From an optimization exercise on the open Yosys and OpenROAD flow, aimed at small area; shortcuts taken in it are not production practice.
Function was checked by simulation only, so behaviour that the tests miss may differ from the original.
The flow treats the clock pin as an ideal source, which a real chip does not have.
Power figures rest on the tool's default switching activity, not on a simulated workload.

<file path="config.mk">
export PLATFORM = sky130hd
export DESIGN_NAME = cache
export DESIGN_NICKNAME = cache
export VERILOG_FILES = /design/flow/design.v
export SDC_FILE = /design/flow/constraint.sdc
export NUM_CORES = 4
export LEC_CHECK = 0
export CAP_MARGIN = 10
export CORE_MARGIN = 2
export CORE_UTILIZATION = 75
export GPL_TIMING_DRIVEN = 0
export SLEW_MARGIN = 5
export SYNTH_HIERARCHICAL = 1
export SYNTH_MINIMUM_KEEP_SIZE = 0
</file>
<file path="constraint.sdc">
create_clock -name core_clock -period 7.0 [get_ports {clk}]
set_input_delay 1.4000 -clock core_clock [delete_from_list [all_inputs] [get_ports {clk}]]
set_output_delay 1.4000 -clock core_clock [all_outputs]
set_load 0.01 [all_outputs]
</file>
<file path="design.v">
module cache(
    input clk,
    input reset,
    input i_fetch_valid,
    input i_rfread_valid,
    input [5:0] i_current_pc,
    input i_is_br_instr_rfread,
    input [5:0] i_target_pc,
    output logic [5:0] o_prediction_pc,
	output logic o_prediction_fastcall,
	output logic fastz_d,
	output logic fastz_dd,
	input [15:0] i_ir_rfread
);
	logic [5:0] pc1_n, pc2, pc3, pc_ex;
	logic br_ex;
	logic [13:0] ent0, ent1, ent2, ent3, ent4, ent5;
	wire rst_n;
	wire [5:0] pc1_n_d, pc2_d, pc_ex_d;
	wire fetch_n;
	g_inv u_rst_n (.a(reset), .y(rst_n));
	g_inv u_fetch_n (.a(i_fetch_valid), .y(fetch_n));
	genvar k;
	generate
		for (k = 0; k < 6; k = k + 1) begin : g_pc
			g_nand2 u_pc1 (.a(rst_n), .b(i_current_pc[k]), .y(pc1_n_d[k]));
			g_nor2 u_pc2 (.a(reset), .b(pc1_n[k]), .y(pc2_d[k]));
			g_a22o u_pc_ex (.a1(pc_ex[k]), .a2(fetch_n), .b1(pc2_d[k]), .b2(i_fetch_valid), .x(pc_ex_d[k]));
		end
	endgenerate
	always_ff @(posedge clk) begin
		pc1_n <= pc1_n_d;
		pc2 <= pc2_d;
		pc3 <= pc2;
		pc_ex <= pc_ex_d;
	end
	wire br_mux_n, br_ex_d;
	g_a22oi u_br_mux (.a1(i_fetch_valid), .a2(i_is_br_instr_rfread), .b1(fetch_n), .b2(br_ex), .y(br_mux_n));
	g_nor2 u_br_rst (.a(reset), .b(br_mux_n), .y(br_ex_d));
	always_ff @(posedge clk)
		br_ex <= br_ex_d;
	wire rec;
	g_and2 u_rec (.a(i_rfread_valid), .b(br_ex), .y(rec));
	wire use_pc3, rec_call, rec_z;
	rec_decode u_dec (.ir(i_ir_rfread[4:0]), .use_pc3(use_pc3), .call(rec_call), .z(rec_z));
	wire [5:0] rec_pc_n;
	generate
		for (k = 0; k < 6; k = k + 1) begin : g_recpc
			g_mux2i u_m (.s(use_pc3), .a0(pc_ex[k]), .a1(pc3[k]), .y(rec_pc_n[k]));
		end
	endgenerate
	wire [13:0] rec_data = {rec_z, rec_call, i_target_pc, rec_pc_n};
	wire [5:0] v, ld, hold;
	slot_first u_s0 (.rec(rec), .call(ent0[12]), .z(ent0[13]), .v(v[0]), .ld(ld[0]), .hold(hold[0]));
	slot_next u_s1 (.rec(rec), .prev_v(v[0]), .call(ent1[12]), .z(ent1[13]), .v(v[1]), .ld(ld[1]), .hold(hold[1]));
	slot_next u_s2 (.rec(rec), .prev_v(v[1]), .call(ent2[12]), .z(ent2[13]), .v(v[2]), .ld(ld[2]), .hold(hold[2]));
	slot_next u_s3 (.rec(rec), .prev_v(v[2]), .call(ent3[12]), .z(ent3[13]), .v(v[3]), .ld(ld[3]), .hold(hold[3]));
	slot_next u_s4 (.rec(rec), .prev_v(v[3]), .call(ent4[12]), .z(ent4[13]), .v(v[4]), .ld(ld[4]), .hold(hold[4]));
	slot_next u_s5 (.rec(rec), .prev_v(v[4]), .call(ent5[12]), .z(ent5[13]), .v(v[5]), .ld(ld[5]), .hold(hold[5]));
	wire [13:0] ent0_d, ent1_d, ent2_d, ent3_d, ent4_d, ent5_d;
	generate
		for (k = 0; k < 12; k = k + 1) begin : g_tab
			g_a22o u_e0 (.a1(ent0[k]), .a2(hold[0]), .b1(rec_data[k]), .b2(ld[0]), .x(ent0_d[k]));
			g_a22o u_e1 (.a1(ent1[k]), .a2(hold[1]), .b1(rec_data[k]), .b2(ld[1]), .x(ent1_d[k]));
			g_a22o u_e2 (.a1(ent2[k]), .a2(hold[2]), .b1(rec_data[k]), .b2(ld[2]), .x(ent2_d[k]));
			g_a22o u_e3 (.a1(ent3[k]), .a2(hold[3]), .b1(rec_data[k]), .b2(ld[3]), .x(ent3_d[k]));
			g_a22o u_e4 (.a1(ent4[k]), .a2(hold[4]), .b1(rec_data[k]), .b2(ld[4]), .x(ent4_d[k]));
			g_a22o u_e5 (.a1(ent5[k]), .a2(hold[5]), .b1(rec_data[k]), .b2(ld[5]), .x(ent5_d[k]));
		end
		for (k = 12; k < 14; k = k + 1) begin : g_flag
			g_a221o u_e0 (.a1(ent0[k]), .a2(hold[0]), .b1(rec_data[k]), .b2(ld[0]), .c1(reset), .x(ent0_d[k]));
			g_a221o u_e1 (.a1(ent1[k]), .a2(hold[1]), .b1(rec_data[k]), .b2(ld[1]), .c1(reset), .x(ent1_d[k]));
			g_a221o u_e2 (.a1(ent2[k]), .a2(hold[2]), .b1(rec_data[k]), .b2(ld[2]), .c1(reset), .x(ent2_d[k]));
			g_a221o u_e3 (.a1(ent3[k]), .a2(hold[3]), .b1(rec_data[k]), .b2(ld[3]), .c1(reset), .x(ent3_d[k]));
			g_a221o u_e4 (.a1(ent4[k]), .a2(hold[4]), .b1(rec_data[k]), .b2(ld[4]), .c1(reset), .x(ent4_d[k]));
			g_a221o u_e5 (.a1(ent5[k]), .a2(hold[5]), .b1(rec_data[k]), .b2(ld[5]), .c1(reset), .x(ent5_d[k]));
		end
	endgenerate
	always_ff @(posedge clk) begin
		ent0 <= ent0_d;
		ent1 <= ent1_d;
		ent2 <= ent2_d;
		ent3 <= ent3_d;
		ent4 <= ent4_d;
		ent5 <= ent5_d;
	end
	wire [5:0] hit_n, sel;
	wire nohit;
	hit_cmp u_h0 (.p_n(ent0[5:0]), .cur(i_current_pc), .v(v[0]), .hit_n(hit_n[0]));
	hit_cmp u_h1 (.p_n(ent1[5:0]), .cur(i_current_pc), .v(v[1]), .hit_n(hit_n[1]));
	hit_cmp u_h2 (.p_n(ent2[5:0]), .cur(i_current_pc), .v(v[2]), .hit_n(hit_n[2]));
	hit_cmp u_h3 (.p_n(ent3[5:0]), .cur(i_current_pc), .v(v[3]), .hit_n(hit_n[3]));
	hit_cmp u_h4 (.p_n(ent4[5:0]), .cur(i_current_pc), .v(v[4]), .hit_n(hit_n[4]));
	hit_cmp u_h5 (.p_n(ent5[5:0]), .cur(i_current_pc), .v(v[5]), .hit_n(hit_n[5]));
	first_hit u_fh (.hit_n(hit_n), .sel(sel), .nohit(nohit));
	wire [5:0] inc_n;
	inc_gate u_inc (.cur(i_current_pc), .en(nohit), .y_n(inc_n));
	generate
		for (k = 0; k < 6; k = k + 1) begin : g_out
			sel_or7 u_o (.sel(sel),
				.t({ent5[6 + k], ent4[6 + k], ent3[6 + k], ent2[6 + k], ent1[6 + k], ent0[6 + k]}),
				.extra_n(inc_n[k]), .y(o_prediction_pc[k]));
		end
	endgenerate
	sel_or6 u_call (.sel(sel),
		.t({ent5[12], ent4[12], ent3[12], ent2[12], ent1[12], ent0[12]}),
		.y(o_prediction_fastcall));
	wire fz_a_n, fz_b_n, fastz_d_d, fastz_dd_d;
	g_a222oi u_fz_a (.a1(sel[0]), .a2(ent0[13]), .b1(sel[1]), .b2(ent1[13]), .c1(sel[2]), .c2(ent2[13]), .y(fz_a_n));
	g_a222oi u_fz_b (.a1(sel[3]), .a2(ent3[13]), .b1(sel[4]), .b2(ent4[13]), .c1(sel[5]), .c2(ent5[13]), .y(fz_b_n));
	g_a21oi u_fz_d (.a1(fz_a_n), .a2(fz_b_n), .b1(reset), .y(fastz_d_d));
	g_nor2b u_fz_dd (.a(reset), .b_n(fastz_d), .y(fastz_dd_d));
	always_ff @(posedge clk) begin
		fastz_d <= fastz_d_d;
		fastz_dd <= fastz_dd_d;
	end
endmodule
module g_inv(input a, output y);
	assign y = ~a;
endmodule
module g_and2(input a, input b, output y);
	assign y = a & b;
endmodule
module g_nand2(input a, input b, output y);
	assign y = ~(a & b);
endmodule
module g_nor2(input a, input b, output y);
	assign y = ~(a | b);
endmodule
module g_nor2b(input a, input b_n, output y);
	assign y = ~(a | ~b_n);
endmodule
module g_nor3(input a, input b, input c, output y);
	assign y = ~(a | b | c);
endmodule
module g_nor3b(input a, input b, input c_n, output y);
	assign y = ~(a | b | ~c_n);
endmodule
module g_nor4b(input a, input b, input c, input d_n, output y);
	assign y = ~(a | b | c | ~d_n);
endmodule
module g_or4(input a, input b, input c, input d, output x);
	assign x = a | b | c | d;
endmodule
module g_nand3b(input a_n, input b, input c, output y);
	assign y = ~(~a_n & b & c);
endmodule
module g_nand2b(input a_n, input b, output y);
	assign y = ~(~a_n & b);
endmodule
module g_o211ai(input a1, input a2, input b1, input c1, output y);
	assign y = ~((a1 | a2) & b1 & c1);
endmodule
module g_nand3(input a, input b, input c, output y);
	assign y = ~(a & b & c);
endmodule
module g_nand4(input a, input b, input c, input d, output y);
	assign y = ~(a & b & c & d);
endmodule
module g_a221o(input a1, input a2, input b1, input b2, input c1, output x);
	assign x = (a1 & a2) | (b1 & b2) | c1;
endmodule
module g_and4(input a, input b, input c, input d, output x);
	assign x = a & b & c & d;
endmodule
module g_o22ai(input a1, input a2, input b1, input b2, output y);
	assign y = ~((a1 | a2) & (b1 | b2));
endmodule
module g_a221oi(input a1, input a2, input b1, input b2, input c1, output y);
	assign y = ~((a1 & a2) | (b1 & b2) | c1);
endmodule
module g_and3(input a, input b, input c, output x);
	assign x = a & b & c;
endmodule
module g_and3b(input a_n, input b, input c, output x);
	assign x = ~a_n & b & c;
endmodule
module g_and4b(input a_n, input b, input c, input d, output x);
	assign x = ~a_n & b & c & d;
endmodule
module g_a22oi(input a1, input a2, input b1, input b2, output y);
	assign y = ~((a1 & a2) | (b1 & b2));
endmodule
module g_mux2i(input s, input a0, input a1, output y);
	assign y = ~(s ? a1 : a0);
endmodule
module g_a21oi(input a1, input a2, input b1, output y);
	assign y = ~((a1 & a2) | b1);
endmodule
module g_a22o(input a1, input a2, input b1, input b2, output x);
	assign x = (a1 & a2) | (b1 & b2);
endmodule
module g_a222oi(input a1, input a2, input b1, input b2, input c1, input c2, output y);
	assign y = ~((a1 & a2) | (b1 & b2) | (c1 & c2));
endmodule
module rec_decode(input [4:0] ir, output use_pc3, output call, output z);
	wire g_n;
	g_nand3b u_g (.a_n(ir[1]), .b(ir[4]), .c(ir[3]), .y(g_n));
	g_a21oi u_p (.a1(ir[2]), .a2(ir[0]), .b1(g_n), .y(use_pc3));
	g_nor3b u_c (.a(g_n), .b(ir[0]), .c_n(ir[2]), .y(call));
	g_nor3b u_z (.a(g_n), .b(ir[2]), .c_n(ir[0]), .y(z));
endmodule
module slot_first(input rec, input call, input z, output v, output ld, output hold);
	g_nand2 u_v (.a(call), .b(z), .y(v));
	g_nand3 u_h (.a(rec), .b(call), .c(z), .y(hold));
	g_inv u_l (.a(hold), .y(ld));
endmodule
module slot_next(input rec, input prev_v, input call, input z, output v, output ld, output hold);
	g_nand2 u_v (.a(call), .b(z), .y(v));
	g_nand4 u_h (.a(rec), .b(prev_v), .c(call), .d(z), .y(hold));
	g_inv u_l (.a(hold), .y(ld));
endmodule
module hit_cmp(input [5:0] p_n, input [5:0] cur, input v, output hit_n);
	wire [2:0] o, x;
	genvar j;
	generate
		for (j = 0; j < 3; j = j + 1) begin : g_pair
			g_o22ai u_o (.a1(p_n[2 * j]), .a2(cur[2 * j]), .b1(p_n[2 * j + 1]), .b2(cur[2 * j + 1]), .y(o[j]));
			g_a221oi u_x (.a1(p_n[2 * j]), .a2(cur[2 * j]), .b1(p_n[2 * j + 1]), .b2(cur[2 * j + 1]),
				.c1(o[j]), .y(x[j]));
		end
	endgenerate
	g_nand4 u_h (.a(x[0]), .b(x[1]), .c(x[2]), .d(v), .y(hit_n));
endmodule
module first_hit(input [5:0] hit_n, output [5:0] sel, output nohit);
	wire none4;
	g_inv u_s0 (.a(hit_n[0]), .y(sel[0]));
	g_nor2b u_s1 (.a(hit_n[1]), .b_n(hit_n[0]), .y(sel[1]));
	g_and3b u_s2 (.a_n(hit_n[2]), .b(hit_n[0]), .c(hit_n[1]), .x(sel[2]));
	g_and4b u_s3 (.a_n(hit_n[3]), .b(hit_n[0]), .c(hit_n[1]), .d(hit_n[2]), .x(sel[3]));
	g_and4 u_n4 (.a(hit_n[0]), .b(hit_n[1]), .c(hit_n[2]), .d(hit_n[3]), .x(none4));
	g_nor2b u_s4 (.a(hit_n[4]), .b_n(none4), .y(sel[4]));
	g_and3b u_s5 (.a_n(hit_n[5]), .b(hit_n[4]), .c(none4), .x(sel[5]));
	g_and3 u_nh (.a(none4), .b(hit_n[4]), .c(hit_n[5]), .x(nohit));
endmodule
module inc_gate(input [5:0] cur, input en, output [5:0] y_n);
	wire [6:2] k_n;
	wire [5:2] k;
	g_nand2b u_y0 (.a_n(cur[0]), .b(en), .y(y_n[0]));
	g_nand2 u_k2 (.a(cur[1]), .b(cur[0]), .y(k_n[2]));
	g_o211ai u_y1 (.a1(cur[1]), .a2(cur[0]), .b1(en), .c1(k_n[2]), .y(y_n[1]));
	genvar b;
	generate
		for (b = 2; b < 6; b = b + 1) begin : g_b
			g_inv u_k (.a(k_n[b]), .y(k[b]));
			g_nand2 u_kn (.a(cur[b]), .b(k[b]), .y(k_n[b + 1]));
			g_o211ai u_y (.a1(cur[b]), .a2(k[b]), .b1(en), .c1(k_n[b + 1]), .y(y_n[b]));
		end
	endgenerate
endmodule
module sel_or7(input [5:0] sel, input [5:0] t, input extra_n, output y);
	wire a_n, b_n;
	g_a222oi u_a (.a1(sel[0]), .a2(t[0]), .b1(sel[1]), .b2(t[1]), .c1(sel[2]), .c2(t[2]), .y(a_n));
	g_a222oi u_b (.a1(sel[3]), .a2(t[3]), .b1(sel[4]), .b2(t[4]), .c1(sel[5]), .c2(t[5]), .y(b_n));
	g_nand3 u_o (.a(a_n), .b(b_n), .c(extra_n), .y(y));
endmodule
module sel_or6(input [5:0] sel, input [5:0] t, output y);
	wire a_n, b_n;
	g_a222oi u_a (.a1(sel[0]), .a2(t[0]), .b1(sel[1]), .b2(t[1]), .c1(sel[2]), .c2(t[2]), .y(a_n));
	g_a222oi u_b (.a1(sel[3]), .a2(t[3]), .b1(sel[4]), .b2(t[4]), .c1(sel[5]), .c2(t[5]), .y(b_n));
	g_nand2 u_o (.a(a_n), .b(b_n), .y(y));
endmodule
</file>
<file path="flow/run.sh">
#!/bin/bash
# Layout flow: the standard ORFS flow (standard.sh) with these changes:
#  - synthesis runs flow/my_synth.tcl, which is synth_recipe.tcl with the ABC
#    logic-mapping script replaced by an area-oriented one (flow/area.abc);
#    registers are mapped by the standard dfflibmap step, as before;
#  - port buffers are buf_1;
#  - the clock tree is built before CTS by flow/clock_tree.tcl when
#    PRE_CTS_TCL is given in flow/extra.txt (leaf buffers, one root buffer
#    driven by the clock port); TritonCTS is then limited to net clk, which
#    it skips, and adds no dummy loads.
# Extra make variables come one per line from flow/extra.txt (@FLOW@ is
# replaced by this flow folder). ORFS writes each step's log under
# orfs/logs; standard.sh's own output goes to standard.log here.
set -e
F=$PWD/flow
EXTRA=()
[ -f "$F/extra.txt" ] && mapfile -t EXTRA < "$F/extra.txt"
for i in "${!EXTRA[@]}"; do EXTRA[$i]=${EXTRA[$i]//@FLOW@/$F}; done
bash standard.sh \
  SYNTH_SCRIPT=$F/my_synth.tcl \
  MY_ABC_SCRIPT=$F/area.abc \
  "BUFFER_PORTS_ARGS=-buffer_cell sky130_fd_sc_hd__buf_1" \
  "CTS_ARGS=-sink_clustering_enable -repair_clock_nets -dont_use_dummy_load -buf_list sky130_fd_sc_hd__clkbuf_4" \
  "${EXTRA[@]}" \
  finish > standard.log 2>&1
</file>
<file path="flow/area.abc">
strash
dch -f
amap
topo
</file>
<file path="flow/clock_tree.tcl">
# Clock tree built before CTS (PRE_CTS_TCL). The flip-flops are split by
# recursive bisection of their positions into K groups; each group gets a
# leaf buffer (CLOCK_TREE_LEAF) at its centre, and one root buffer
# (CLOCK_TREE_ROOT), the only cell the clock port drives, drives all leaves.
# K starts at ceil(sinks / CLOCK_TREE_GROUP) and grows until every leaf's
# worst sink slew, estimated with placement parasitics, is at most
# CLOCK_TREE_SLEW_PS; for each K three bisection orders are tried and the
# one with the lowest worst estimate is kept. TritonCTS then finds the clock
# already buffered.
set group_max $::env(CLOCK_TREE_GROUP)
# (ORFS sources this file inside a proc, so the procs below read these
# through the global namespace)
set leaf_cell [set ::leaf_cell $::env(CLOCK_TREE_LEAF)]
set root_cell [set ::root_cell $::env(CLOCK_TREE_ROOT)]
set slew_max_ps $::env(CLOCK_TREE_SLEW_PS)
set block [ord::get_db_block]
set dbu [$block getDbUnitsPerMicron]
set clk_net [set ::clk_net [$block findNet clk]]

proc io_pins {master} {
  set in ""; set out ""
  foreach mt [$master getMTerms] {
    set sig [$mt getSigType]
    if {$sig eq "POWER" || $sig eq "GROUND"} continue
    if {[$mt getIoType] eq "OUTPUT"} { set out [$mt getName] } else { set in [$mt getName] }
  }
  return [list $in $out]
}

# insert a cell driven by net $from that drives the iterms $loads
proc add_driver {cell name net_name from loads x y} {
  set block [ord::get_db_block]
  set dbu [$block getDbUnitsPerMicron]
  set master [[ord::get_db] findMaster $cell]
  lassign [io_pins $master] in out
  set inst [odb::dbInst_create $block $master $name]
  set net [odb::dbNet_create $block $net_name]
  $net setSigType CLOCK
  foreach it $loads { $it disconnect; $it connect $net }
  [$inst findITerm $in] connect $from
  [$inst findITerm $out] connect $net
  $inst setLocation [expr {int($x * $dbu - [$master getWidth] / 2)}] [expr {int($y * $dbu)}]
  $inst setPlacementStatus PLACED
  return $inst
}

# mode 0 cuts across the wider side; modes 1 and 2 alternate, starting with
# a cut across x or across y
proc split_groups {sinks k {mode 0} {depth 0}} {
  if {$k <= 1} { return [list $sinks] }
  set xs [lmap s $sinks {lindex $s 1}]
  set ys [lmap s $sinks {lindex $s 2}]
  set w [expr {[tcl::mathfunc::max {*}$xs] - [tcl::mathfunc::min {*}$xs]}]
  set h [expr {[tcl::mathfunc::max {*}$ys] - [tcl::mathfunc::min {*}$ys]}]
  if {$mode == 0} {
    set idx [expr {$w >= $h ? 1 : 2}]
  } else {
    set idx [expr {($mode + $depth) % 2 == 1 ? 1 : 2}]
  }
  set sorted [lsort -real -index $idx $sinks]
  set k1 [expr {$k / 2}]
  set n1 [expr {int(round([llength $sorted] * double($k1) / $k))}]
  incr depth
  return [concat [split_groups [lrange $sorted 0 [expr {$n1 - 1}]] $k1 $mode $depth] \
                 [split_groups [lrange $sorted $n1 end] [expr {$k - $k1}] $mode $depth]]
}

proc build_tree {sinks k mode} {
  global leaf_cell root_cell clk_net
  set groups [split_groups $sinks $k $mode]
  set leaves {}
  set lx 0.0; set ly 0.0; set i 0
  foreach g $groups {
    set cx [expr {[tcl::mathop::+ {*}[lmap s $g {lindex $s 1}]] / [llength $g]}]
    set cy [expr {[tcl::mathop::+ {*}[lmap s $g {lindex $s 2}]] / [llength $g]}]
    set lx [expr {$lx + $cx}]; set ly [expr {$ly + $cy}]
    puts "clock_tree: leaf $i: [llength $g] sinks at [format %.1f $cx] [format %.1f $cy]"
    set inst [add_driver $leaf_cell clk_leaf_$i clk_leaf_net_$i $clk_net [lmap s $g {lindex $s 0}] $cx $cy]
    lassign [io_pins [$inst getMaster]] in out
    lappend leaves [$inst findITerm $in]
    incr i
  }
  set ng [llength $groups]
  add_driver $root_cell clk_root clk_root_net $clk_net $leaves [expr {$lx / $ng}] [expr {$ly / $ng}]
  return $ng
}

proc remove_tree {ng} {
  global clk_net
  set block [ord::get_db_block]
  for {set i 0} {$i < $ng} {incr i} {
    set net [$block findNet clk_leaf_net_$i]
    foreach it [$net getITerms] {
      if {[[$it getInst] getName] eq "clk_leaf_$i"} continue
      $it disconnect; $it connect $clk_net
    }
    odb::dbInst_destroy [$block findInst clk_leaf_$i]
    odb::dbNet_destroy $net
  }
  odb::dbInst_destroy [$block findInst clk_root]
  odb::dbNet_destroy [$block findNet clk_root_net]
}

# worst sink slew of each leaf (ps), placement parasitics
proc leaf_slews {ng} {
  estimate_parasitics -placement
  set res {}
  for {set i 0} {$i < $ng} {incr i} {
    set worst 0.0
    foreach pin [get_pins -of_objects [get_nets clk_leaf_net_$i] -filter "direction == input"] {
      foreach p {slew_max_rise slew_max_fall} {
        set s [get_property $pin $p]
        if {$s > $worst} { set worst $s }
      }
    }
    lappend res [expr {$worst * 1000}]
  }
  return $res
}

set sinks {}
foreach it [$clk_net getITerms] {
  set bb [[$it getInst] getBBox]
  lappend sinks [list $it [expr {([$bb xMin] + [$bb xMax]) / 2.0 / $dbu}] \
                          [expr {([$bb yMin] + [$bb yMax]) / 2.0 / $dbu}]]
}
set n [llength $sinks]
set k [expr {($n + $group_max - 1) / $group_max}]
set_propagated_clock [all_clocks]
while 1 {
  set best_mode -1; set best_slew 1e9
  foreach mode {0 1 2} {
    set ng [build_tree $sinks $k $mode]
    set slews [leaf_slews $ng]
    set worst [tcl::mathfunc::max {*}$slews]
    puts "clock_tree: $k leaves, grouping $mode: leaf slews (placement estimate, ps): [lmap s $slews {format %.0f $s}]"
    remove_tree $ng
    if {$worst < $best_slew} { set best_slew $worst; set best_mode $mode }
  }
  if {$best_slew <= $slew_max_ps || $k >= $n} break
  incr k
}
puts "clock_tree: $n sinks, $k leaves of $leaf_cell with grouping $best_mode, root $root_cell"
set ng [build_tree $sinks $k $best_mode]
unset_propagated_clock [all_clocks]
</file>
<file path="flow/extra.txt">
PRE_CTS_TCL=@FLOW@/clock_tree.tcl
CTS_ARGS=-clk_nets clk -repair_clock_nets -dont_use_dummy_load -buf_list sky130_fd_sc_hd__clkbuf_4
CLOCK_TREE_GROUP=12
CLOCK_TREE_LEAF=sky130_fd_sc_hd__buf_4
CLOCK_TREE_ROOT=sky130_fd_sc_hd__buf_4
CLOCK_TREE_SLEW_PS=108
</file>
<file path="flow/my_synth.tcl">
proc synth {args} { yosys synth -nofsm -noshare {*}$args }
# synth_recipe.tcl, except that ABC's logic mapping uses the script named by
# MY_ABC_SCRIPT (an area-oriented one) instead of ORFS's speed script.
proc abc {args} {
  if {[info exists ::env(MY_ABC_SCRIPT)] && $::env(MY_ABC_SCRIPT) ne ""} {
    set i [lsearch -exact $args -script]
    if {$i >= 0} { lset args [expr {$i + 1}] $::env(MY_ABC_SCRIPT) }
  }
  yosys abc {*}$args
}
source $::env(SCRIPTS_DIR)/synth.tcl
# left out here: clear keep_hierarchy, flatten, clean up, hide names made inside functions, write 1_2_yosys.v
</file>
<file path="standard.sh">
#!/bin/bash
# synth_recipe.tcl (not shown) runs the flow's synth.tcl, then flattens the netlist and writes it again
# the make line also repeats each setting of config.mk as NAME=value (left out here)
make -C /OpenROAD-flow-scripts/flow DESIGN_CONFIG=/design/flow/config.mk WORK_HOME=/design/flow/orfs CLKGATE_MAP_FILE= SYNTH_SCRIPT=/design/flow/synth_recipe.tcl "${@:-finish}"
</file>
==> impl_metrics.py <==
metrics = {
    "logic_synthesis": {
        "synth.area.mux_share_pct": 0,
        "ys_types": 22,
        "synth-xor-area-share_pct": 0,
        "async_flop_share_pct": 0,
        "synthSimpleGateAreaFrac_pct": 7.454,
        "synth_edf_count": 0,
        "syn_inst": 344,
        "synth_nets": 377,
        "synthAdderAreaFrac_pct": 0,
        "synth_top_flop_cell": "dfxtp_1",
        "synth_top_family_by_area": "compound AO/OA/AOI/OAI gates",
        "yosysMostFrequentCell": "dfxtp_1",
        "synth_area_per_cell_um2": 11.37,
        "synth_compound_area_share_pct": 33.91,
        "synth_commonest_cells": "dfxtp_1, a22o_1, o22ai_1",
        "syn_area_um2": 3911,
        "yosysSeqAreaShare_pct": 56.81,
        "netlist.area_leader.share_pct": 56.81,
        "yosysTopAreaCell": "dfxtp_1",
        "ys_ff_latch": 111,
        "ys_warn_count": 7,
        "synthTopCellsByArea": "dfxtp_1, a22o_1, a222oi_1, a221oi_1, o22ai_1",
    },
    "timing": {
        "clock_skew_ns": 0.01049,
        "hold_violations": 0,
        "rsz0062_at_grt": "false",
        "maxSlewViolCount": 0,
        "tightest_slew_ns": 1.056,
        "setup_viol": 0,
        "finalCriticalPeriod_ns": 5.385,
        "post-route-period-util_pct": 76.92,
        "tns_ns": 0,
        "fmax_mhz": 185.7,
        "maxSlewHeadroom_pct": 29.62,
    },
    "grt": {
        "grt-ovfl-total": 0,
        "grt_pass1_wl_um": 16480,
        "grt_pass1_vias": 3215,
        "antenna_found_initial": 0,
        "globalRouteTotalUtil_pct": 34.73,
        "grt_max_degree": 23,
    },
    "power_and_ir_drop": {
        "p_sw_share_pct": 25.55,
        "finalPower_mw": 1.128,
        "seqPwrFrac_pct": 65.5,
        "comb_power_share_pct": 11.2,
        "leakagePower_nw": 1.614,
        "power_density_nw_per_um2": 268.5,
        "pwr-share-clk_pct": 23.3,
        "ir_drop_v": 0.0002053,
        "p_int_mw": 0.8400,
        "p_sw_mw": 0.2882,
    },
    "critical_path": {
        "crit_path_start_kind": "input port",
        "worstSetupPathType": "input port to output pin",
        "max_stage_delay_ns": 0.55,
        "cp.required_ns": 5.60,
        "crit_fanout": 15,
        "crit_slowest_cell": "buf_1",
        "cp_cell_sequence": "buf_1 > o22ai_1 > a221oi_1 > nand4_1 > and4_1 > nor2b_1 > a222oi_1 > nand2_1 > buf_1",
        "critPathCaptureType": "output pin",
        "cp.arrival_ns": 3.98,
        "cpMostUsedCell": "buf_1",
    },
    "clock_network": {
        "clkLatencyLatePin_ns": 0.40,
        "ctsResizeCount": 0,
        "post_cts_buffers": 0,
        "clkTransAtPathRegs_ns": 0.10,
        "hold_buffers": 0,
    },
    "cells_and_area": {
        "syn_to_final_growth_pct": 7.422,
        "nets": 421,
        "drive_above_1_share_pct": 3.109,
        "insertedDiodeCount": 0,
    },
    "detailed_routing": {
        "firstDrtPassIters": 6,
        "initialDrtViolationCount": 454,
        "route.detailed.drc": 0,
        "postRouteWirelength_um": 10350,
        "via_per_inst": 7.533,
        "ant_nets": 0,
        "num_vias": 3435,
        "wl_per_cell_um": 22.70,
    },
    "die": {
        "die_x_um": 76.22,
        "die_area_um2": 5809,
        "start_util_pct": 77.07,
        "die_h_um": 76.22,
        "ios": 42,
        "core_um2": 5075,
        "num_rows": 26,
    },
    "run_status": {
        "status": "finished clean",
    },
    "hold_path": {
        "min_path_type": "flop to flop",
    },
    "place": {
        "io_buffers": 30,
        "gp_congestion": 0.8315,
        "place_hpwl_um": 6677,
    },
    "job": {
        "maxCapViolations": 0,
    },
}
## placed cells by master, fill, tap and decap left out
master    Yosys  layout
nand4_1      11      11
a22oi_1       1       1
clkinv_1     19      19
nand2b_1      1       1
nand3_1       7       7
a221o_1      12      12
and4_1        1       1
buf_4         0      12
nor3b_1       2       2
and4b_1       1       1
a221oi_1     18      18
and3_1        1       1
nor2_1        9       9
nand2_1      20      20
o22ai_1      24      24
buf_1         0      30
a222oi_1     16      16
nand3b_1      1       1
nor2b_1       3       3
a21oi_1       2       2
a22o_1       78      78
o211ai_1      5       5
dfxtp_1     111     111
and2_0        1       1
## per-layer routing
layer,routed length (um),global-route usage [%]
met1,4333,49.61
met2,4715,55.75
met3,944,3.555
met4,359,11.82
met5,0,0
## registers in the layout, indices dropped and copies added, names as in the netlist, 14 cells and up
signal,cells
ent4,14
ent2,14
ent0,14
ent1,14
ent5,14
ent3,14
## cells by family after synthesis
group / Yosys count
AOI/OAI and AO/OA: 156
DFF: 111
and+or+nand+nor: 58
buffers and inverters: 19
## per-module statistics from Yosys (local to each module, per instance), excerpt
module	flip-flops and latches	area (um^2)	times used	cells inside
g_a221o	0	10.01	12	1
g_a22o	0	8.758	78	1
g_a22oi	0	7.507	1	1
g_and2	0	6.256	1	1
g_and4	0	8.758	1	1
g_and4b	0	10.01	1	1
g_inv	0	3.754	13	1
g_nand4	0	6.256	11	1
g_nor2	0	3.754	7	1
g_o211ai	0	7.507	5	1
## area by class of cell
cell class	instances	area, um^2
buffer	11	82.58
fill	334	873.3
inverter	19	71.32
multi-input combinational	214	1618
sequential	111	2222
tap	70	87.58
timing repair buffer	31	120.1
## stage by stage
step	cell area (um^2)	utilization [%]	std cells	hold slack (ns)	setup WS (ns)
floorplan	3911	-	344	0.3096	2.850
global placement	4111	81.02	444	0.3104	1.783
detailed placement	4111	81.02	444	0.3138	1.738
CTS	4194	82.64	455	0.3138	1.746
global route	4202	82.79	456	0.3454	1.492
finish	4202	82.79	456	0.3378	1.615
## power groups by stage
stage	Combinational (mW)	Sequential, mW	Clock [mW]
3_3_place_gp	0.116	0.746	0
5_1_grt	0.135	0.746	0.287
4_1_cts	0.123	0.752	0.190
6_report	0.126	0.739	0.263
3_5_place_dp	0.123	0.749	0
2_1_floorplan	0.0857	0.739	0
## critical path: cells and delay by family
family | cells | cell delay, ns
AO/OA/AOI/OAI | 3 | 0.99
AND/OR/NAND/NOR | 4 | 0.88
buffers and inverters | 2 | 0.70
## path summary, 6_finish.rpt
path                    from                     to  slack, ns  cells past startpoint
max          i_current_pc[4]  o_prediction_fastcall       1.62                      9
min           pc2[4]$_DFF_P_         pc3[4]$_DFF_P_       0.34                      0
max reg2reg    br_ex$_DFF_P_       ent5[12]$_DFF_P_       4.39                      4
min reg2reg   pc2[4]$_DFF_P_         pc3[4]$_DFF_P_       0.34                      0

## port drivers added, routing unchanged
The flow's constraints put no driver on any port. The routed layout listed below was extracted and timed again, unchanged, in two steps. Step 1 assumes that a clkbuf_16 drives the clock port and a buf_2 every other input. Step 2 times the ports against the registers' clock, not the clock port: input delays grow and output delays shrink by t, the midpoint of the rising clock arrivals with the driver on. a / b / c = no drivers / after step 1 / after step 2; a / b = the first two.
t, ns: 0.424
setup slack, ns: 1.615 / 1.590 / 1.590
worst setup path at the end: input to output
clock arrival spread, ns: 0.010 / 0.010
worst register clock-pin slew, ns: 0.11 / 0.11
After both steps setup and hold are still met in this run. For this run, drivers alone change the setup slack by -0.025 ns; drivers and shift together by -0.025 ns.
